What follows belongs to an exercise in optimizing a design on an open flow for small area, a short achievable clock period and few clock cycles per item; a production flow would make more cautious choices. Only simulation tests tie the RTL to the original design; equivalence was not proved. No activity file was given, so power comes from the tool's default toggle rates.

==> flow/design.v <==
module multicycle_arithmetic(
    input clk, rst, start,
    input [1:0] op,
    input [7:0] a, b,
    output reg done,
    output [15:0] result
);
    reg        busy;
    reg [1:0]  opr;
    reg [1:0]  cnt;
    reg [7:0]  Bx;      
    reg [16:0] W;
    assign result = W[15:0];
    function [8:0] rca8(input [7:0] x, input [7:0] y, input ci);
        integer i;
        reg c;
        begin
            c = ci;
            for (i = 0; i < 8; i = i + 1) begin
                rca8[i] = x[i] ^ y[i] ^ c;
                c = (x[i] & y[i]) | (x[i] & c) | (y[i] & c);
            end
            rca8[8] = c;
        end
    endfunction
    wire big = b[7] | b[6];
    wire is_mul = (opr == 2'd2);
    wire is_div = (opr == 2'd3);
    wire inv    = opr[0];           
    wire last   = (cnt == 2'd0);
    wire bz     = &Bx;              
    wire [7:0] y1 = Bx & {8{~is_mul | W[0]}};
    wire [8:0] s1 = rca8(W[15:8], y1, inv);
    wire       g1 = W[16] | s1[8];
    wire [7:0] r1 = g1 ? s1[7:0] : W[15:8];
    wire [7:0] x2 = is_mul ? s1[8:1] : {r1[6:0], W[7]};
    wire [7:0] y2 = Bx & {8{~is_mul | W[1]}};
    wire [8:0] s2 = rca8(x2, y2, ~is_mul);
    wire       g2 = r1[7] | s2[8];
    wire [7:0] r2 = g2 ? s2[7:0] : x2;
    wire [16:0] as_res  = {1'b0, {7{inv & ~s1[8]}}, inv ^ s1[8], s1[7:0]};
    wire [16:0] mul_res = {1'b0, s2, s1[0], W[7:2]};
    wire [16:0] div_res = {last ? {9{bz}} : {r2, W[6]}, W[5:0], g1, g2};
    always @(posedge clk or posedge rst) begin
        if (rst) begin
            busy <= 1'b0;
            done <= 1'b0;
        end else begin
            done <= busy & last;
            if (busy) begin
                if (last) busy <= 1'b0;
            end else if (start) begin
                busy <= 1'b1;
            end
        end
    end
    always @(posedge clk) begin
        Bx  <= b ^ {8{op[0]}};
        opr <= op;
        if (busy) begin
            cnt <= cnt - 2'd1;
            W   <= is_div ? div_res : is_mul ? mul_res : as_res;
        end else begin
            case (op)
                2'd3:    begin W <= big ? {2'b0, a, 7'b0} : {8'b0, a, 1'b0};
                               cnt <= big ? 2'd0 : 2'd3; end
                2'd2:    begin W <= {9'b0, a};           cnt <= 2'd3;     end
                default: begin W <= {1'b0, a, 8'b0};     cnt <= 2'd0;     end
            endcase
        end
    end
endmodule
Settings: LEC_CHECK=0, CAP_MARGIN=20, CORE_MARGIN=2, CORE_UTILIZATION=65, SLEW_MARGIN=20; clock period 35.0 ns.
standard.sh (not shown) runs the stock make flow with config.mk's settings and CLKGATE_MAP_FILE= SYNTH_SCRIPT=/design/flow/synth_recipe.tcl, a recipe that flattens the netlist after the stock synthesis.
==> flow/flow/run.sh <==
#!/bin/bash
# The standard ORFS layout (standard.sh) with three changes:
#  - synthesis maps the logic with an area-oriented ABC script
#    (flow/abc_area.script, via flow/synth.tcl);
#  - port buffers are the smallest plain buffer (buf_1) instead of a
#    delay cell;
#  - timing repair keeps 27.2 ns of setup slack, i.e. aims at an 8 ns
#    period instead of stopping at the 35 ns clock.
# make's output goes to standard.log; ORFS keeps each step's log in orfs/logs.
set -euo pipefail
export FLOW_WORK=$PWD
export MY_ABC_SCRIPT=$PWD/flow/abc_area.script
export BUFFER_PORTS_ARGS="-buffer_cell sky130_fd_sc_hd__buf_1"
export SETUP_SLACK_MARGIN=27.2
sed "s#SYNTH_SCRIPT=[^ ]*#SYNTH_SCRIPT=$PWD/flow/synth.tcl#" standard.sh > flow_standard.sh
grep -q "SYNTH_SCRIPT=$PWD/flow/synth.tcl" flow_standard.sh
bash flow_standard.sh > standard.log 2>&1
==> flow/flow/abc_area.script <==
&get -n
&st

&dch -f
&nf -R 1000 -F 8 -A 4
&put
mfs2
&get -n
&st
&dch -f
&nf -R 1000 -F 8 -A 4
&put
topo
stime -c
buffer -c
upsize -c
dnsize -c
==> flow/flow/synth.tcl <==
# The standard synthesis (synth_recipe.tcl, which sources ORFS's
# synth.tcl), except that the final ABC technology mapping of the
# combinational logic uses flow/abc_area.script. Registers are mapped
# before ABC runs, so they are the standard synthesis's.
proc abc {args} {
  set i [lsearch -exact $args -script]
  if {$i >= 0} { lset args [expr {$i + 1}] $::env(MY_ABC_SCRIPT) }
  yosys abc {*}$args
}
source $::env(FLOW_WORK)/synth_recipe.tcl
Testbench counts at the start, summed over its fixed seeds: cycles 9,343, items 3,200.
Then changed:
--- a/flow/flow/run.sh
+++ b/flow/flow/run.sh
@@ -6,3 +6,3 @@
 #    delay cell;
-#  - timing repair keeps 27.2 ns of setup slack, i.e. aims at an 8 ns
+#  - timing repair keeps 27 ns of setup slack, i.e. aims at an 8 ns
 #    period instead of stopping at the 35 ns clock.
@@ -13,3 +13,3 @@
 export BUFFER_PORTS_ARGS="-buffer_cell sky130_fd_sc_hd__buf_1"
-export SETUP_SLACK_MARGIN=27.2
+export SETUP_SLACK_MARGIN=27
 sed "s#SYNTH_SCRIPT=[^ ]*#SYNTH_SCRIPT=$PWD/flow/synth.tcl#" standard.sh > flow_standard.sh
- CTS_BUF_LIST: default -> sky130_fd_sc_hd__clkbuf_4
- CTS_CLUSTER_DIAMETER: default -> 100
- CTS_CLUSTER_SIZE: default -> 40
Effect:
- area after synthesis does not change
- worst setup slack loses 0.11 ns
- non-clock buffer count goes down by 20
- total power shrinks by 12%
- clock-buffer cell count stays the same
- worst hold slack degrades by 0.025 ns
Then changed:
==> flow/flow/run.sh (replaced) <==
#!/bin/bash
# Standard ORFS layout, with the port buffers made from the smallest
# plain buffer, and timing repair asked to leave 26 ns of setup slack.
set -euo pipefail
export BUFFER_PORTS_ARGS="-buffer_cell sky130_fd_sc_hd__buf_1"
export SETUP_SLACK_MARGIN=26
bash standard.sh > standard.log 2>&1
- CORE_UTILIZATION: 65 -> 40
- CTS_BUF_LIST: sky130_fd_sc_hd__clkbuf_4 -> default
- CTS_CLUSTER_DIAMETER: 100 -> default
- CTS_CLUSTER_SIZE: 40 -> default
removed: flow/flow/abc_area.script
removed: flow/flow/synth.tcl
What happened: Wire length is higher by 6.4%. Clock skew is about the same. Final cell count grows by about 8%. Power grows by 4.5%. Die area goes up by about 70%. Synthesized cell count goes up by about 2.3%. Via count rises by about 0.9%. Flip-flop and latch count is unchanged. Fmax fell by 7.9%.

## port drivers added, routing unchanged
The results above use ideal ports. As a check the final layouts listed here were re-extracted and re-timed, cells and wires unchanged.
Step 1: set_driving_cell puts a clkbuf_16 on clk and a buf_2 on each other input, an assumption about the parent block.
Step 2, shift: input delay + t, output delay - t, t = (earliest + latest rising clock arrival at the registers) / 2. This alone moves slack from input paths to output paths.
Three values: ideal, step 1, step 2; two values: the first two.
run	t, ns	setup WS [ns]	hold slack, ns	worst setup path after step 2
the first run	0.349	27.165 / 27.141 / 26.867	0.458 / 0.458 / 0.458	input to register
the second run	0.357	27.051 / 27.026 / 26.734	0.433 / 0.433 / 0.433	input to register
the third run	0.318	26.371 / 26.376 / 26.058	0.446 / 0.446 / 0.446	input to register
After both steps setup and hold are still met in every run listed. The setup slack of the second run, which loses most, moves by -0.025 ns with the drivers and by -0.317 ns with both steps.
